Source: an optimization exercise on an open RTL-to-GDS flow (aim: small area, a short achievable clock period and few clock cycles per item). Production flows keep margins and buffers that such runs may drop. In this exercise RTL edits were held to simulation tests only and were not proved equivalent to the original. Power figures rest on the tool's default switching activity, not on a simulated workload.

## flow/design.v (module list and top-level ports; edited modules follow where they fit)
// module iir_orde1_core: 1338 lines
// module iir_orde1_axis_wrapper: 214 lines
module iir_orde1_axis_wrapper #(
    parameter integer C_S_AXI_DATA_WIDTH = 32,
    parameter integer C_S_AXI_ADDR_WIDTH = 4,
    parameter integer DATA_WIDTH         = 32   
)(
    input  wire aclk,
    input  wire aresetn,   
    input  wire [DATA_WIDTH-1:0] s_axis_tdata,
    input  wire                  s_axis_tvalid,
    output wire                  s_axis_tready,
    input  wire                  s_axis_tlast,
    output wire [DATA_WIDTH-1:0] m_axis_tdata,
    output reg                   m_axis_tvalid,
    input  wire                  m_axis_tready,
    output reg                   m_axis_tlast,
    input  wire [C_S_AXI_ADDR_WIDTH-1:0] s_axi_awaddr,
    input  wire                          s_axi_awvalid,
    output wire                          s_axi_awready,
    input  wire [C_S_AXI_DATA_WIDTH-1:0] s_axi_wdata,
    input  wire [C_S_AXI_DATA_WIDTH/8-1:0] s_axi_wstrb,
    input  wire                          s_axi_wvalid,
    output wire                          s_axi_wready,
    output wire [1:0]                    s_axi_bresp,
    output wire                          s_axi_bvalid,
    input  wire                          s_axi_bready,
    input  wire [C_S_AXI_ADDR_WIDTH-1:0] s_axi_araddr,
    input  wire                          s_axi_arvalid,
    output wire                          s_axi_arready,
    output wire [C_S_AXI_DATA_WIDTH-1:0] s_axi_rdata,
    output wire [1:0]                    s_axi_rresp,
    output wire                          s_axi_rvalid,
    input  wire                          s_axi_rready
);
  // ...
==> flow/flow/run.sh <==
#!/bin/bash
# The standard layout (the standard.sh, unchanged synthesis and SDC) with
# two changes to how ORFS builds it:
#  - the port buffers are plain buf_2 cells (ORFS otherwise picks a slow
#    delay-buffer cell for them); every port is still buffered;
#  - timing repair aims at a slack margin, so it works on the paths that
#    set the achieved period.
set -o pipefail
export SETUP_SLACK_MARGIN=10.5
export BUFFER_PORTS_ARGS="-inputs -outputs -buffer_cell sky130_fd_sc_hd__buf_2"
bash standard.sh > standard.log 2>&1
==> flow/standard.sh <==
#!/bin/bash
# synth_recipe.tcl (not shown) runs the flow's synth.tcl, then flattens the netlist and writes it again
# the make line also repeats each setting of config.mk as NAME=value (left out here)
make -C /OpenROAD-flow-scripts/flow DESIGN_CONFIG=/design/flow/config.mk WORK_HOME=/design/flow/orfs CLKGATE_MAP_FILE= SYNTH_SCRIPT=/design/flow/synth_recipe.tcl "${@:-finish}"
==> flow/config.mk <==
export PLATFORM = sky130hd
export DESIGN_NAME = iir_orde1_axis_wrapper
export DESIGN_NICKNAME = iir_orde1_axis_wrapper
export VERILOG_FILES = /design/flow/design.v
export SDC_FILE = /design/flow/constraint.sdc
export NUM_CORES = 4
export LEC_CHECK = 0
export CAP_MARGIN = 20
export CORE_MARGIN = 2
export CORE_UTILIZATION = 40
export SLEW_MARGIN = 20
==> flow/constraint.sdc <==
create_clock -name core_clock -period 15.0 [get_ports {aclk}]
set_input_delay 3.0000 -clock core_clock [delete_from_list [all_inputs] [get_ports {aclk}]]
set_output_delay 3.0000 -clock core_clock [all_outputs]
set_load 0.01 [all_outputs]
==> impl_metrics.toml, run 1 <==
[route]
dr_wl_met3_um = 8760
m1WireLength_um = 41100

[power_and_ir_drop]
powerDensity_nw_per_um2 = 149
p_switching_mw = 2.32
p_seq_share_pct = 36.9
top_power_group = "combinational logic"

[setup_path]
regToRegSetupSlack_ns = 10.52
critical_path.startpoint = "core.ya[12]"
worstPathCellList = "buf_4 -> a22oi_1 -> xnor2_1 -> ha_1 -> fa_1 -> inv_1 -> fa_1 -> inv_1 -> fa_1 -> fa_1 -> ha_1 -> a21o_1 -> a31oi_2 -> o21ai_1"
critPathKind = "reg2reg"
max_stage_delay_ns = 0.56

[yosys]
yosys.cell_count.top_type = "nand2_1"
ys_seq_elements = 490
yosys.area_share.simple_pct = 6.22
syn_area_um2 = 35200
synthAdderAreaFrac_pct = 23.3

[worst_hold_path]
hold_start = "reg_a0[0]"

[place]
place_hpwl_um = 67000
placed_cell_area_um2 = 36700
placedCellCount = 4375

[clock_network]
cts_hold_buf = 0
numClockSinks = 490
cts_buffers = 54
clock_path_buffers = 3

[timing]
post-route-period-util_pct = 29.9
finalCriticalPeriod_ns = 4.48

[floorplanning]
core-area_um2 = 86900
row_count = 108
nWellTaps = 1155

[layout]
antennaDiodeCount = 4
num-nonclk-buffers = 225
multi_input_area_share_pct = 53.3
nets = 3806
sh_seq_area_pct = 31.5

[outcome]
outcome = "timing/DRC/antenna clean"

[global_routing]
use_met2_pct = 33.9
Testbench counts, summed over its fixed seeds: cycles 8,320, items 4,096.
==> inputs of run 2 (changes only) <==
--- a/flow/flow/run.sh
+++ b/flow/flow/run.sh
@@ -6,6 +6,6 @@
 #  - timing repair aims at a slack margin, so it works on the paths that
 #    set the achieved period.
 set -o pipefail
-export SETUP_SLACK_MARGIN=10.5
+export SETUP_SLACK_MARGIN=10.9
 export BUFFER_PORTS_ARGS="-inputs -outputs -buffer_cell sky130_fd_sc_hd__buf_2"
 bash standard.sh > standard.log 2>&1
==> run 2 against run 1 <==
Fmax up 5.9%. Sequential share of layout area shrank 1.2 points. Global-route usage increased by 1.0 points. Register-to-register slack improved by 0.25 ns. Power rose by 7.8%. Still clean. Worst hold slack got worse by 0.023 ns. Non-clock buffer count grew 98. Critical path type unchanged. Flip-flop and latch count is the same. First-iteration DRC count up 27%. Area after synthesis did not move. Sequential power decreased by 5%. Clock skew decreased by 0.016 ns.
==> impl_metrics.toml, run 2 <==
[timing]
fin_skew_ns = 0.0524
finalCriticalPeriod_ns = 4.23
hold_viol_final = 0
rsz0062_at_grt = "true"
post-route-period-util_pct = 28.2
worst_slew_pin_slew_ns = 1.03
fin_tns_setup_ns = 0
relSlewSlack_pct = 31.3
fmax_ghz = 0.236
setup_viol = 0
slew_viol_final = 0

[global_routing]
overflow = 0
grt_max_degree = 134
track_usage_pct = 22.6
antenna_found_initial = 3
grt_pass1_vias = 24800
grt_pass1_wl_um = 156000

[setup_path]
worstPathRequired_ns = 15.38
critPathKind = "reg2reg"
arrival_ns = 4.61
cp_max_fo = 5
critPathLaunchType = "flip-flop"
cp-end-kind = "flip-flop"

[yosys]
synth.avg_cell_area_um2 = 10.6
ys_top_cells_by_count = "nand2_1, fa_1, a22oi_1"
yosys_warnings = 2
synth_ff_type = "dfxtp_1"
synth-seq-area-share_pct = 34.6
ys_seq_elements = 490
synth-edff-count = 236
synth_top_area_cell = "fa_1"
ys_top_cells_by_area = "fa_1, edfxtp_1, dfxtp_1"
yosys.cell_count.top_type = "nand2_1"
async_flop_share_pct = 0
syn_area_um2 = 35200
syn-instance-count = 3325
synth_cell_type_count = 63
yosysTopAreaCellShare_pct = 20.8

[layout]
syn_to_final_growth_pct = 15.0
layout_common_cells = "nand2_1, fa_1, a22oi_1, inv_1, xnor2_1"
fin_area_um2 = 40400
nets = 3905
drive_gt1_share_pct = 17.2
final_common_cell = "nand2_1"

[power_and_ir_drop]
powerDensity_nw_per_um2 = 154
vdd_ir_drop_max_mv = 0.143
power.leakage_nw = 16.1

[clock_network]
numClockSinks = 490
cts_buffers = 55
clock_path_buffers = 3
cts_root_buf = "clkbuf_16"
h-tree-depth = 2
clk_pin_slew_ns = 0.06
insertion_delay_ns = 0.64
cts_tree = "yes"

[floorplanning]
ios = 162
core-area_um2 = 86900
die_h_um = 300
die_w_um = 300
dieArea_um2 = 90300
row_count = 108
start_util_pct = 40.5

[run]
maxCapViolations = 0

[outcome]
outcome = "timing/DRC/antenna clean"

[place]
port_buffers = 149
gp_congestion = 0.871
place_hpwl_um = 68000
placed_cell_area_um2 = 36800

[route]
drc = 0
routed_wl_um = 102000
detail_route.wl_per_cell_um = 22.3
drtPass1Iterations = 6
vias = 24900
viasPerCell = 5.44
drtAntennaViolNets = 0
drtIter0Drc = 2591

[worst_hold_path]
hp-class = "reg2reg"
run 2: changes by cell type in the layout (fill, tap and decap cells not counted), sizes merged:
cell,previous run,this run
clkinvlp,4,7
clkinv,19,18
clkbuf,80,72
inv,320,325
bufbuf,0,4
buf,225,318
bufinv,1,5
diode,4,2
run 2: cells by family after synthesis:
kind of cell / after synthesis / share of synthesized area (%)
flops: 490 / 34.6
other cells: 1 / 0.0107
mux: 55 / 2.79
fa+ha+maj: 434 / 23.3
compound gates: 719 / 15.0
xor+xnor: 447 / 11.1
simple gates: 534 / 6.22
buf+inv: 645 / 6.99
run 2: critical path, stage by stage, from the launching register on:
cell	delay [ns]
dfxtp_4	0.36
buf_12	0.15
buf_6	0.12
a22oi_2	0.18
xor2_1	0.11
fa_1	0.57
inv_2	0.05
fa_2	0.53
inv_2	0.04
fa_2	0.54
fa_1	0.44
fa_1	0.49
inv_1	0.06
ha_4	0.15
a21oi_2	0.12
o21ai_2	0.07
run 2: cell type report:
cell class,count,area [µm²]
Clock buffer,71,1500
Fill cell,8006,46400
Tap cell,1155,1450
Clock inverter,33,374
Timing Repair Buffer,323,2730
Inverter,322,1230
Multi-Input combinational cell,2193,20900
Antenna cell,2,5.00
Sequential cell,490,12300
run 2: layer usage:
layer	vias to the layer above	GRT usage, %	wire length (µm)
met5	-	0	0
met4	0	6.90	3180
met3	202	3.87	7920
met2	1111	35.5	46700
met1	12400	32.1	44600
li1	11200	-	-
run 2: worst paths after layout:
path                                 start              to  slack [ns]  cells past startpoint
worst max-delay path            core.ya[9]         core.qk       10.77                     15
worst min-delay path             reg_a0[0]  core.a0_one[0]        0.38                      0
worst max register to register  core.ya[9]         core.qk       10.77                     15
worst min register to register   reg_a0[0]  core.a0_one[0]        0.38                      0
run 2: repair_timing:
action | 4_1_cts | 5_1_grt
hold buffers | 0 | 0
buffers inserted | 92 | 10
cloned | 4 | 1
gates resized for setup | 144 | 44
endpoints found under the setup margin | 319 | 119
pin swaps | 36 | 14
run 2: where the power goes:
group / leakage (nW) / total, mW / switching [mW] / internal [mW]
clock network: 0.892 / 1.38 / 0.585 / 0.799
registers: 4.45 / 2.03 / 0.164 / 1.86
logic: 10.7 / 2.81 / 1.72 / 1.09
total: 16.1 / 6.22 / 2.47 / 3.75
run 2: metrics by stage:
| step | instances | hold WS (ns) | utilization (%) | power [mW] | setup WS (ns) |
|---|---|---|---|---|---|
| final | 4589 | 0.380 | 46.5 | 6.22 | 10.77 |
| after global routing | 4589 | 0.389 | 46.5 | 6.67 | 10.65 |
| after global placement | 4376 | 0.383 | 42.3 | 4.40 | 9.69 |
| after floorplan | 3328 | 0.361 | - | 3.78 | 10.63 |
| after detailed placement | 4376 | 0.383 | 42.3 | 4.45 | 9.74 |
| after CTS | 4576 | 0.384 | 46.2 | 6.14 | 10.77 |
==> inputs of run 3 (changes only) <==
--- a/flow/flow/run.sh
+++ b/flow/flow/run.sh
@@ -6,6 +6,6 @@
 #  - timing repair aims at a slack margin, so it works on the paths that
 #    set the achieved period.
 set -o pipefail
-export SETUP_SLACK_MARGIN=10.9
+export SETUP_SLACK_MARGIN=10.8
 export BUFFER_PORTS_ARGS="-inputs -outputs -buffer_cell sky130_fd_sc_hd__buf_2"
 bash standard.sh > standard.log 2>&1
==> run 3 against run 2 <==
Still clean on timing, DRC and antenna. Combinational power is essentially flat. Design area shrank 0.60%. Non-clock buffer count shrank 14. Clock power is essentially flat. Register-to-register slack is essentially flat. Setup slack lost 0.0053 ns. Utilization shrank 0.28 points. Worst hold slack gained 0.018 ns. Global-route usage shrank 0.25 points. Critical path type unchanged. Critical endpoint unchanged.
==> impl_metrics.toml, run 3 <==
[power_and_ir_drop]
finalPower_mw = 6.18
switching_share_pct = 40.0
p_switching_mw = 2.47
p_seq_share_pct = 32.9
power.leakage_nw = 16.0
vdd_ir_drop_max_mv = 0.136
powerDensity_nw_per_um2 = 154
p_int_mw = 3.71
p_clk_share_pct = 22.0
power_frac_comb_pct = 45.0

[worst_hold_path]
min_to = "core.a1_one[0]"
hold_path_depth = 0
hold_start = "reg_a1[0]"
hp-class = "reg2reg"

[setup_path]
critPathKind = "reg2reg"
crit_family = "adder cells"
worstPathRequired_ns = 15.37
max_stage_delay_ns = 0.56
arrival_ns = 4.60
critPathLaunchType = "flip-flop"
cp-end-kind = "flip-flop"
r2r_start = "core.ya[4]"
worstPathCellList = "buf_12 -> buf_4 -> a22oi_1 -> xor2_1 -> fa_1 -> inv_1 -> fa_1 -> fa_2 -> fa_2 -> ha_1 -> a21o_1 -> a21oi_2 -> o21ai_2 -> a31oi_4 -> o21ai_2"
rr_worst_depth = 15
rr_endpoint = "core.qk"
slowest_stage = "fa_2"
cp_max_fo = 18
regToRegSetupSlack_ns = 10.77
critPathBufInv = 3

[timing]
hold_viol_final = 0
fin_tns_setup_ns = 0
relSlewSlack_pct = 29.5
worst_slew_pin_slew_ns = 1.06
setup_viol = 0
fmax_ghz = 0.236
rsz0062_at_grt = "true"
slew_viol_final = 0
fin_skew_ns = 0.0402
post-route-period-util_pct = 28.2
finalCriticalPeriod_ns = 4.23
fin_ws_ns = 10.77

[route]
drtAntennaViolNets = 0
detail_route.wl_per_cell_um = 22.4
viasPerCell = 5.49
drtIter0Drc = 2499
drtPass1Iterations = 6
drc = 0
routed_wl_um = 102000
vias = 25100

[floorplanning]
die_h_um = 300
start_util_pct = 40.5
dieArea_um2 = 90300
die_w_um = 300
core-area_um2 = 86900
ios = 162
row_count = 108

[yosys]
synth_cell_type_count = 63
async_flop_share_pct = 0
synth_ff_type = "dfxtp_1"
ys_top_cells_by_area = "fa_1, edfxtp_1, dfxtp_1"
synth-seq-area-share_pct = 34.6
synth_top_area_cell = "fa_1"
ys_top_cells_by_count = "nand2_1, fa_1, a22oi_1"
syn_area_um2 = 35200
yosysTopAreaCellShare_pct = 20.8
synth.avg_cell_area_um2 = 10.6
yosys_warnings = 2
synth-edff-count = 236
ys_seq_elements = 490
yosys.cell_count.top_type = "nand2_1"
syn-instance-count = 3325

[global_routing]
overflow = 0
antenna_found_initial = 3
grt_pass1_wl_um = 156000
grt_pass1_vias = 25200
grt_max_degree = 142
track_usage_pct = 22.4

[clock_network]
numClockSinks = 490
clock_path_buffers = 3
clk_pin_slew_ns = 0.07
insertion_delay_ns = 0.62
h-tree-depth = 2
cts_root_buf = "clkbuf_16"
cts_buffers = 56
cts_tree = "yes"

[layout]
layout_common_cells = "nand2_1, fa_1, a22oi_1, inv_1, xnor2_1"
syn_to_final_growth_pct = 14.3
nets = 3892
final_util_pct = 46.3
final_common_cell = "nand2_1"
drive_gt1_share_pct = 16.9

[run]
maxCapViolations = 0

[outcome]
outcome = "timing/DRC/antenna clean"

[place]
place_hpwl_um = 67300
port_buffers = 149
gp_congestion = 0.915
dp_slack_ns = 9.69
==> run 3: routing by layer <==
| metal | vias up | global-route usage (%) | routed length, µm |
|---|---|---|---|
| li1 | 11200 | - | - |
| met5 | - | 0 | 13 |
| met3 | 202 | 3.72 | 7910 |
| met4 | 2 | 6.70 | 3230 |
| met2 | 1120 | 36.0 | 47100 |
| met1 | 12600 | 31.1 | 43900 |
==> run 3: what timing repair did <==
action | CTS | global route
pin swaps | 14 | 48
setup buffers | 55 | 33
setup endpoints to repair | 227 | 210
gates resized for setup | 107 | 85
hold buffers | 0 | 0
gates cloned | 3 | 2
==> run 3: logic make-up (layout without fill, tap and decap cells) <==
kind of cell               count (synthesis)  after routing  share of synthesized area, %
AOI/OAI and AO/OA                        719            719                          15.0
buffers and inverters                    645            735                          6.99
muxes                                     55             55                          2.79
adders and majority gates                434            434                          23.3
DFF                                      490            490                          34.6
other                                      1              5                        0.0107
xor gates and xnor gates                 447            447                          11.1
and+or+nand+nor                          534            534                          6.22
==> run 3: metrics by stage <==
stage	cells	hold slack (ns)	cell area [µm²]
after floorplan	3328	0.361	35400
after global placement	4376	0.386	36700
after detailed placement	4376	0.391	36700
after CTS	4538	0.401	39500
after global routing	4574	0.418	40200
final	4574	0.399	40200
==> run 3: how the worst max path moves through the flow <==
stage | cells past startpoint | slack (ns) | end | startpoint
after floorplan | 11 | 10.62 | rdy | m_axis_tready
after global placement | 5 | 9.70 | core.pc[1] | m_axis_tready
after detailed placement | 5 | 9.69 | core.pc[1] | m_axis_tready
after CTS | 11 | 10.73 | core.qk | core.ya[14]
after global routing | 15 | 10.64 | core.qk | core.ya[6]
final | 15 | 10.77 | core.qk | core.ya[4]
==> run 3: power groups by stage <==
| stage | logic [mW] | clock network, mW | registers [mW] |
|---|---|---|---|
| 6_report | 2.78 | 1.36 | 2.04 |
| 5_1_grt | 3.12 | 1.45 | 2.06 |
| 4_1_cts | 2.64 | 1.40 | 2.04 |
| 3_5_place_dp | 2.33 | 0 | 2.13 |
| 3_3_place_gp | 2.28 | 0 | 2.12 |
| 2_1_floorplan | 1.80 | 0 | 1.97 |
==> run 3: cell type report <==
cell class	instances	area [µm²]
fillers	8011	46700
multi-input cells	2193	20900
flip-flops and latches	490	12300
repair buffers	309	2510
clock buffers	83	1660
well taps	1155	1450
inverters	322	1230
clock inverters	21	179
diodes	1	2.50
==> inputs of run 4 (changes only) <==
--- a/flow/flow/run.sh
+++ b/flow/flow/run.sh
@@ -6,6 +6,6 @@
 #  - timing repair aims at a slack margin, so it works on the paths that
 #    set the achieved period.
 set -o pipefail
-export SETUP_SLACK_MARGIN=10.8
+export SETUP_SLACK_MARGIN=10.7
 export BUFFER_PORTS_ARGS="-inputs -outputs -buffer_cell sky130_fd_sc_hd__buf_2"
 bash standard.sh > standard.log 2>&1
--- a/flow/config.mk
+++ b/flow/config.mk
@@ -8,4 +8,5 @@
 export CAP_MARGIN = 20
 export CORE_MARGIN = 2
 export CORE_UTILIZATION = 40
+export PLACE_DENSITY = 0.75
 export SLEW_MARGIN = 20
==> run 4 against run 3 <==
Still clean on timing, DRC and antenna. Clock power is 4% higher. Sequential share of layout area is 0.31 points higher. Design area is 1.1% lower. Synthesized cell count stayed put. Critical endpoint unchanged. Largest cell class unchanged. Largest power group unchanged.
==> impl_metrics.toml, run 4 <==
[place]
place_hpwl_um = 67000
gp_congestion = 0.984
placed_cell_area_um2 = 36700
port_buffers = 149
dp_slack_ns = 9.03

[route]
routed_wl_um = 101000
detail_route.wl_per_cell_um = 22.2
drtAntennaViolNets = 0
drc = 0
viasPerCell = 5.63
vias = 25500
drtPass1Iterations = 6
drtIter0Drc = 3201

[setup_path]
rr_worst_depth = 14
max_stage_delay_ns = 0.56
arrival_ns = 4.65
cp_common_cell = "fa_1"
slowest_stage = "fa_1"
worstPathCellList = "buf_8 -> a22oi_2 -> xnor2_1 -> ha_1 -> fa_1 -> inv_1 -> fa_1 -> inv_1 -> fa_1 -> fa_1 -> ha_1 -> a21o_1 -> a31oi_2 -> o21ai_2"
regToRegSetupSlack_ns = 10.70
worstPathRequired_ns = 15.35
cp_max_fo = 18
rr_endpoint = "core.qk"
cp-end-kind = "flip-flop"
critPathBufInv = 3
critPathLaunchType = "flip-flop"
critPathKind = "reg2reg"
crit_family = "adder cells"
r2r_start = "core.ya[10]"

[timing]
post-route-period-util_pct = 28.7
fin_ws_ns = 10.70
fin_tns_setup_ns = 0
worst_slew_pin_slew_ns = 1.05
setup_viol = 0
hold_viol_final = 0
relSlewSlack_pct = 29.8
slew_viol_final = 0
rsz0062_at_grt = "true"
fmax_ghz = 0.233
fin_skew_ns = 0.0459
finalCriticalPeriod_ns = 4.30

[global_routing]
grt_pass1_wl_um = 151000
antenna_found_initial = 5
grt_pass1_vias = 25600
grt_max_degree = 91
track_usage_pct = 21.6
met3_usage_pct = 6.18
top_usage_layer = "met2"
use_met1_pct = 28.5
use_met2_pct = 33.8
overflow = 0

[yosys]
syn_area_um2 = 35200
async_flop_share_pct = 0
ys_top_cells_by_count = "nand2_1, fa_1, a22oi_1"
yosysTopAreaCellShare_pct = 20.8
synth_top_area_cell = "fa_1"
yosys_warnings = 2
synth_ff_type = "dfxtp_1"
synth-seq-area-share_pct = 34.6
synth.avg_cell_area_um2 = 10.6
synth-edff-count = 236
ys_top_cells_by_area = "fa_1, edfxtp_1, dfxtp_1"
synth_cell_type_count = 63
yosys.cell_count.top_type = "nand2_1"
ys_seq_elements = 490
syn-instance-count = 3325

[clock_network]
insertion_delay_ns = 0.62
numClockSinks = 490
h-tree-depth = 2
cts_buffers = 53
clock_path_buffers = 3
cts_tree = "yes"
clk_pin_slew_ns = 0.07
cts_root_buf = "clkbuf_16"

[layout]
drive_gt1_share_pct = 15.1
layout_common_cells = "nand2_1, fa_1, a22oi_1, inv_1, xnor2_1"
final_common_cell = "nand2_1"
nets = 3854
fillers = 7898
fin_area_um2 = 39700
syn_to_final_growth_pct = 13.0
final_util_pct = 45.7

[power_and_ir_drop]
powerDensity_nw_per_um2 = 157
power.leakage_nw = 15.8
vdd_ir_drop_max_mv = 0.166

[worst_hold_path]
min_to = "core.a1_one[0]"
hold_start = "reg_a1[0]"
hp-class = "reg2reg"
hold_path_depth = 0

[outcome]
outcome = "timing/DRC/antenna clean"

[floorplanning]
die_w_um = 300
dieArea_um2 = 90300
core-area_um2 = 86900
start_util_pct = 40.5
row_count = 108
ios = 162
die_h_um = 300

[run]
maxCapViolations = 0
[run 4: cells by family (layout without fill, tap and decap cells)]
family                   count (synthesis)  in the layout  share of synthesized area (%)
AO/OA/AOI/OAI                          719            719                           15.0
buffers and inverters                  645            696                           6.99
AND/OR/NAND/NOR                        534            534                           6.22
flip-flops                             490            490                           34.6
XOR/XNOR                               447            447                           11.1
adder cells (fa/ha/maj)                434            434                           23.3
multiplexers                            55             55                           2.79
other                                    1              5                         0.0107
[run 4: worst max path at each step]
stage	cells after the start	endpoint	slack, ns	start
global placement	8	core.xb[1]	9.09	m_axis_tready
global route	14	core.qk	10.55	core.ya[10]
finish	14	core.qk	10.70	core.ya[10]
floorplan	11	rdy	10.63	m_axis_tready
detailed placement	8	core.xb[2]	9.03	m_axis_tready
CTS	15	core.qk	10.57	core.b1_one[1]
[run 4: repair_timing]
| item | in CTS | in global routing |
|---|---|---|
| hold buffers | 0 | 0 |
| gates cloned | 0 | 6 |
| pin swaps | 3 | 13 |
| resized for setup | 70 | 73 |
| buffers inserted | 34 | 18 |
| setup endpoints to repair | 203 | 36 |
[run 4: report_power, final]
group | internal, mW | switching (mW)
registers | 1.86 | 0.176
logic | 1.04 | 1.73
clock network | 0.857 | 0.566
total | 3.76 | 2.47
[run 4: final cells by class]
cell class,instances,area [µm²],area share (%)
Multi-Input combinational cell,2193,20700,52.2
Sequential cell,490,12300,30.8
Timing Repair Buffer,273,2140,5.39
Clock buffer,70,1520,3.82
Tap cell,1155,1450,3.64
Inverter,322,1240,3.12
Clock inverter,30,405,1.02
Timing Repair inverter,1,8.76,0.0220
Antenna cell,1,2.50,0.00630
[run 4: layer usage]
metal,wire length (µm),vias to the layer above
met4,3760,10
met1,39600,12600
met3,11600,303
met2,45800,1497
met5,107,-
li1,-,11100
[run 4: per-stage QoR]
| step | std cells | hold slack, ns | power (mW) |
|---|---|---|---|
| finish | 4535 | 0.406 | 6.23 |
| global route | 4535 | 0.432 | 6.64 |
| CTS | 4510 | 0.413 | 6.02 |
| detailed placement | 4376 | 0.397 | 4.46 |
| global placement | 4376 | 0.384 | 4.38 |
| floorplan | 3328 | 0.361 | 3.76 |
==> inputs of run 5 (changes only) <==
--- a/flow/config.mk
+++ b/flow/config.mk
@@ -8,5 +8,4 @@
 export CAP_MARGIN = 20
 export CORE_MARGIN = 2
 export CORE_UTILIZATION = 40
-export PLACE_DENSITY = 0.75
 export SLEW_MARGIN = 20
==> run 5 against run 4 <==
Sequential power about the same. Synthesized cell count unchanged. Wire length down 0.44%. Die area unchanged. Setup slack better by 0.075 ns. Register-to-register slack better by 0.07 ns. First-iteration DRC count down 25%. Critical path type is now reg2out. Critical endpoint is now s_axi_bvalid. Largest cell class unchanged. Largest power group unchanged. Highest routed layer unchanged.
==> impl_metrics.toml, run 5 <==
[floorplanning]
core-area_um2 = 86900
ios = 162
row_count = 108
die_w_um = 300
die_h_um = 300
dieArea_um2 = 90300
start_util_pct = 40.5

[timing]
rsz0062_at_grt = "true"
post-route-period-util_pct = 28.2
fmax_ghz = 0.237
slew_viol_final = 0
fin_tns_setup_ns = 0
relSlewSlack_pct = 24.7
finalCriticalPeriod_ns = 4.22
setup_viol = 0
hold_viol_final = 0
worst_slew_pin_slew_ns = 1.13
fin_ws_ns = 10.78
fin_skew_ns = 0.0570

[setup_path]
max_stage_delay_ns = 0.42
regToRegSetupSlack_ns = 10.78
critPathKind = "reg2out"
r2r_start = "core.a0_one[2]"
slowest_stage = "dfxtp_1"
critPathBufInv = 1
crit_family = "flip-flops"
cp_max_fo = 6
rr_endpoint = "core.pc[17]"
cp-end-kind = "primary output"
critPathLaunchType = "flip-flop"
worstPathCellList = "buf_2"
arrival_ns = 1.22
rr_worst_depth = 8
worstPathRequired_ns = 12.00

[yosys]
syn_area_um2 = 35200
synth-edff-count = 236
async_flop_share_pct = 0
synth_ff_type = "dfxtp_1"
ys_top_cells_by_count = "nand2_1, fa_1, a22oi_1"
synth.avg_cell_area_um2 = 10.6
yosys_warnings = 2
ys_seq_elements = 490
synth_cell_type_count = 63
ys_top_cells_by_area = "fa_1, edfxtp_1, dfxtp_1"
yosys.cell_count.top_type = "nand2_1"
synth-seq-area-share_pct = 34.6
syn-instance-count = 3325
yosysTopAreaCellShare_pct = 20.8
synth_top_area_cell = "fa_1"

[route]
drtAntennaViolNets = 0
detail_route.wl_per_cell_um = 22.0
routed_wl_um = 100000
vias = 24800
viasPerCell = 5.44
drc = 0
drtPass1Iterations = 7
drtIter0Drc = 2397

[layout]
nets = 3880
layout.cells.non_filler = 4565
final_common_cell = "nand2_1"
final_util_pct = 46.0
drive_gt1_share_pct = 16.0
layout_common_cells = "nand2_1, fa_1, a22oi_1, inv_1, xnor2_1"
syn_to_final_growth_pct = 13.7

[global_routing]
track_usage_pct = 21.7
overflow = 0
grt_pass1_wl_um = 151000
grt_pass1_vias = 24900
grt_max_degree = 147
antenna_found_initial = 7

[clock_network]
h-tree-depth = 2
numClockSinks = 490
cts_tree = "yes"
cts_root_buf = "clkbuf_16"
clock_path_buffers = 3
insertion_delay_ns = 0.64
cts_buffers = 56
cts_hold_buf = 0
clk_pin_slew_ns = 0.06

[power_and_ir_drop]
p_switching_mw = 2.45
switching_share_pct = 39.8
powerDensity_nw_per_um2 = 154
vdd_ir_drop_max_mv = 0.201
power.leakage_nw = 15.8
power_frac_comb_pct = 44.6
finalPower_mw = 6.16
p_seq_share_pct = 33.0
p_clk_share_pct = 22.4
p_int_mw = 3.70

[place]
place_hpwl_um = 66900
dp_slack_ns = 9.71
gp_congestion = 0.939
port_buffers = 149
placedCellCount = 4379

[worst_hold_path]
hp-class = "reg2reg"
min_to = "core.a1_one[0]"
hold_path_depth = 0
hold_start = "reg_a1[0]"

[run]
maxCapViolations = 0

[outcome]
outcome = "timing/DRC/antenna clean"
## run 5: power by group through the flow
stage | clock, mW | combinational (mW) | sequential (mW)
3_5_place_dp | 0 | 2.34 | 2.13
3_3_place_gp | 0 | 2.30 | 2.12
4_1_cts | 1.41 | 2.49 | 2.06
5_1_grt | 1.46 | 3.09 | 2.06
2_1_floorplan | 0 | 1.79 | 1.97
6_report | 1.38 | 2.75 | 2.03
## run 5: cell families (layout without fill, tap and decap cells)
logic type	Yosys count	in the layout	share of synthesized area (%)
compound gates	719	719	15.0
buf+inv	645	725	6.99
simple gates	534	534	6.22
flops	490	490	34.6
xor+xnor	447	447	11.1
fa+ha+maj	434	434	23.3
mux	55	55	2.79
other cells	1	6	0.0107
## run 5: layout make-up
cell class              instances  area (µm²)
multi-input cells            2193       20800
flip-flops and latches        490       12300
diodes                          2        5.00
well taps                    1155        1450
clock inverters                31         342
repair buffers                297        2340
inverters                     322        1240
fillers                      8013       46900
clock buffers                  75        1530
## run 5: repair_timing
action                                  CTS  global route
pin swaps                                 4            36
endpoints found under the setup margin  172            89
buffers inserted                         33            41
cloned                                    0             4
resized for setup                        61            99
## run 5: how the worst max path moves through the flow
stage / slack (ns) / startpoint / endpoint / cells after the start
6_report: 10.78 / axi_bvalid / s_axi_bvalid / 1
5_1_grt: 10.60 / core.ya[0] / core.qk / 16
4_1_cts: 10.58 / core.ya[8] / core.qk / 16
3_5_place_dp: 9.71 / m_axis_tready / core.pc[1] / 5
3_3_place_gp: 9.73 / m_axis_tready / core.pc[1] / 5
2_1_floorplan: 10.63 / m_axis_tready / rdy / 11
## run 5: per-stage QoR
step           cell area (µm²)  hold WS [ns]
2_1_floorplan            35300         0.361
3_3_place_gp             36700         0.384
3_5_place_dp             36700         0.385
4_1_cts                  39100         0.404
5_1_grt                  40000         0.421
6_report                 40000         0.395
## run 5: per-layer routing
| metal | vias to the layer above | GRT usage (%) | share of wire, % |
|---|---|---|---|
| li1 | 11200 | - | - |
| met3 | 237 | 4.70 | 8.7 |
| met4 | 8 | 8.27 | 3.6 |
| met5 | - | 0 | 0.049 |
| met2 | 1112 | 33.8 | 45 |
| met1 | 12300 | 29.7 | 42 |
==> inputs of run 6 (changes only) <==
--- a/flow/config.mk
+++ b/flow/config.mk
@@ -7,5 +7,5 @@
 export LEC_CHECK = 0
 export CAP_MARGIN = 20
 export CORE_MARGIN = 2
-export CORE_UTILIZATION = 40
+export CORE_UTILIZATION = 60
 export SLEW_MARGIN = 20
==> run 6 against run 5 <==
Via count increased by 3.6%. Wire length increased by 4.0%. Final cell count decreased by 8.5%. Register-to-register slack got worse by 0.06 ns. Power increased by 0.47%. Critical endpoint is now core.pc[16]. Largest cell class unchanged. Largest power group unchanged.
==> impl_metrics.toml, run 6 <==
[setup_path]
rr_endpoint = "core.pc[16]"
r2r_start = "core.a1_two[3]"
worstPathRequired_ns = 15.35
crit_family = "adder cells"
critPathKind = "reg2reg"
arrival_ns = 4.63
max_stage_delay_ns = 0.92
slowest_stage = "dfxtp_1"
crit_end = "core.pc[16]"
critical_path.startpoint = "core.a1_two[3]"
path_depth = 9
critPathBufInv = 2
cp_common_cell = "fa_1"
worstPathCellList = "a22oi_1 -> xnor2_1 -> fa_1 -> inv_1 -> fa_1 -> inv_1 -> fa_1 -> fa_1 -> fa_1"
critPathLaunchType = "flip-flop"
rr_worst_depth = 9
cp_max_fo = 16
regToRegSetupSlack_ns = 10.71
cp-end-kind = "flip-flop"

[global_routing]
grt_pass1_wl_um = 155000
antenna_found_initial = 3
grt_pass1_vias = 25700
top_usage_layer = "met2"
grt_max_degree = 91
track_usage_pct = 34.0
use_met1_pct = 47.6
use_met2_pct = 52.0
met3_usage_pct = 7.37
overflow = 0

[clock_network]
numClockSinks = 490
h-tree-depth = 2
insertion_delay_ns = 0.63
cts_buffers = 53
cts_hold_buf = 0
cts_root_buf = "clkbuf_16"
clk_pin_slew_ns = 0.06
clock_path_buffers = 3
cts_tree = "yes"

[yosys]
ys_top_cells_by_area = "fa_1, edfxtp_1, dfxtp_1"
syn_area_um2 = 35200
ys_top_cells_by_count = "nand2_1, fa_1, a22oi_1"
synth-seq-area-share_pct = 34.6
synth.avg_cell_area_um2 = 10.6
async_flop_share_pct = 0
synth_top_area_cell = "fa_1"
yosys_warnings = 2
synth_cell_type_count = 63
syn-instance-count = 3325
synth-edff-count = 236
yosys.cell_count.top_type = "nand2_1"
synth_ff_type = "dfxtp_1"
yosysTopAreaCellShare_pct = 20.8
ys_seq_elements = 490

[timing]
fin_skew_ns = 0.0389
worst_slew_pin_slew_ns = 1.11
whs_ns = 0.389
finalCriticalPeriod_ns = 4.29
fin_tns_setup_ns = 0
post-route-period-util_pct = 28.6
setup_viol = 0
rsz0062_at_grt = "true"
relSlewSlack_pct = 26.0
hold_viol_final = 0
fmax_ghz = 0.233
slew_viol_final = 0

[floorplanning]
dieArea_um2 = 60600
die_h_um = 246
die_w_um = 246
ios = 162
start_util_pct = 60.8
core-area_um2 = 57800
row_count = 88

[power_and_ir_drop]
power.leakage_nw = 15.9
vdd_ir_drop_max_mv = 0.170
powerDensity_nw_per_um2 = 156

[place]
port_buffers = 149
place_hpwl_um = 70000
placedCellCount = 3976
gp_congestion = 0.952

[layout]
seq_area_um2 = 12300
syn_to_final_growth_pct = 12.5
fillers = 4374
drive_gt1_share_pct = 16.3
final_common_cell = "nand2_1"
multiInputGateArea_um2 = 20900
layout_common_cells = "nand2_1, fa_1, a22oi_1, inv_1, xnor2_1"
nets = 3884
layout.cells.non_filler = 4175

[route]
routed_wl_um = 104000
vias = 25700
drc = 0
drtIter0Drc = 2800
drtPass1Iterations = 6
viasPerCell = 6.16
detail_route.wl_per_cell_um = 25.0
drtAntennaViolNets = 0

[run]
maxCapViolations = 0

[worst_hold_path]
hold_path_depth = 0
hp-class = "reg2reg"

[outcome]
outcome = "timing/DRC/antenna clean"
==> run 6: layout make-up <==
class	instances	share of cell area, %
sequential	490	31.0
clock buffer	72	3.74
clock inverter	28	0.778
antenna	1	0.00632
inverter	322	3.08
timing repair buffer	302	6.20
multi-input combinational	2195	52.8
tap	765	2.42
==> run 6: worst min-delay path by stage <==
stage | startpoint | to | slack (ns)
floorplan | reg_a1[0] | core.a1_one[0] | 0.36
global placement | reg_a0[0] | core.a0_one[0] | 0.37
detailed placement | reg_a0[0] | core.a0_one[0] | 0.38
CTS | reg_a1[0] | core.a1_one[0] | 0.39
global route | reg_a1[0] | core.a1_one[0] | 0.39
finish | reg_a1[0] | core.a1_one[0] | 0.39
==> run 6: kinds of logic after synthesis <==
group,count (synthesis),share of synthesized area (%)
other,1,0.0107
and+or+nand+nor,534,6.22
muxes,55,2.79
adders and majority gates,434,23.3
xor gates and xnor gates,447,11.1
buffers and inverters,645,6.99
DFF,490,34.6
AOI/OAI and AO/OA,719,15.0
==> run 6: power breakdown <==
part,leakage (nW),switching (mW),total [mW],internal (mW)
registers,4.45,0.189,2.05,1.86
clock network,0.882,0.565,1.35,0.784
logic,10.6,1.73,2.78,1.05
==> run 6: what timing repair did <==
action | 4_1_cts | 5_1_grt
buffers inserted | 35 | 56
cloned | 2 | 5
endpoints found under the setup margin | 246 | 186
pin swaps | 13 | 44
gates resized for setup | 109 | 62
==> run 6: routing by layer <==
metal,up-vias,wire (µm)
met5,-,25
met1,12900,42200
met2,1373,47800
li1,11200,-
met3,251,10600
met4,4,3690
==> run 6: metrics by stage <==
| step | util (%) | worst slack (ns) | power, mW | area (µm²) |
|---|---|---|---|---|
| finish | 68.5 | 10.71 | 6.18 | 39600 |
| global route | 68.5 | 10.62 | 6.57 | 39600 |
| CTS | 66.9 | 10.70 | 5.89 | 38600 |
| detailed placement | 62.5 | 9.16 | 4.44 | 36100 |
| global placement | 62.5 | 9.21 | 4.35 | 36100 |
| floorplan | - | 10.63 | 3.76 | 35300 |

## re-timing with driven ports
Ports are ideal in the flow. The routed layouts listed here were re-timed in OpenROAD.
Step 1: set_driving_cell puts a clkbuf_16 on aclk and a buf_2 on each other input, an assumption about the parent block.
Step 2 times the ports against the registers' clock, not the clock port: input delays grow and output delays shrink by t, the midpoint of the rising clock arrivals with the driver on.
a / b / c = no drivers / after step 1 / after step 2; a / b = the first two.
| run | t, ns | setup slack, ns | hold WS [ns] | worst slew at a driven data input, ns | pins driven straight from the clock port |
|---|---|---|---|---|---|
| run 1 | 0.664 | 10.522 / 10.522 / 10.053 | 0.403 / 0.403 / 0.403 | 0.09 | 1 |
| run 2 | 0.684 | 10.771 / 10.730 / 10.378 | 0.380 / 0.380 / 0.380 | 0.09 | 1 |
| run 3 | 0.668 | 10.766 / 10.744 / 10.227 | 0.399 / 0.399 / 0.399 | 0.09 | 1 |
| run 4 | 0.664 | 10.701 / 10.701 / 10.164 | 0.406 / 0.406 / 0.406 | 0.09 | 1 |
| run 5 | 0.675 | 10.776 / 10.710 / 10.165 | 0.395 / 0.395 / 0.395 | 0.09 | 1 |
| run 6 | 0.681 | 10.714 / 10.696 / 10.104 | 0.389 / 0.389 / 0.389 | 0.08 | 1 |
After both steps every run listed still meets setup and hold. The setup slack of run 5, which loses most, moves by -0.066 ns with the drivers and by -0.611 ns with both steps.
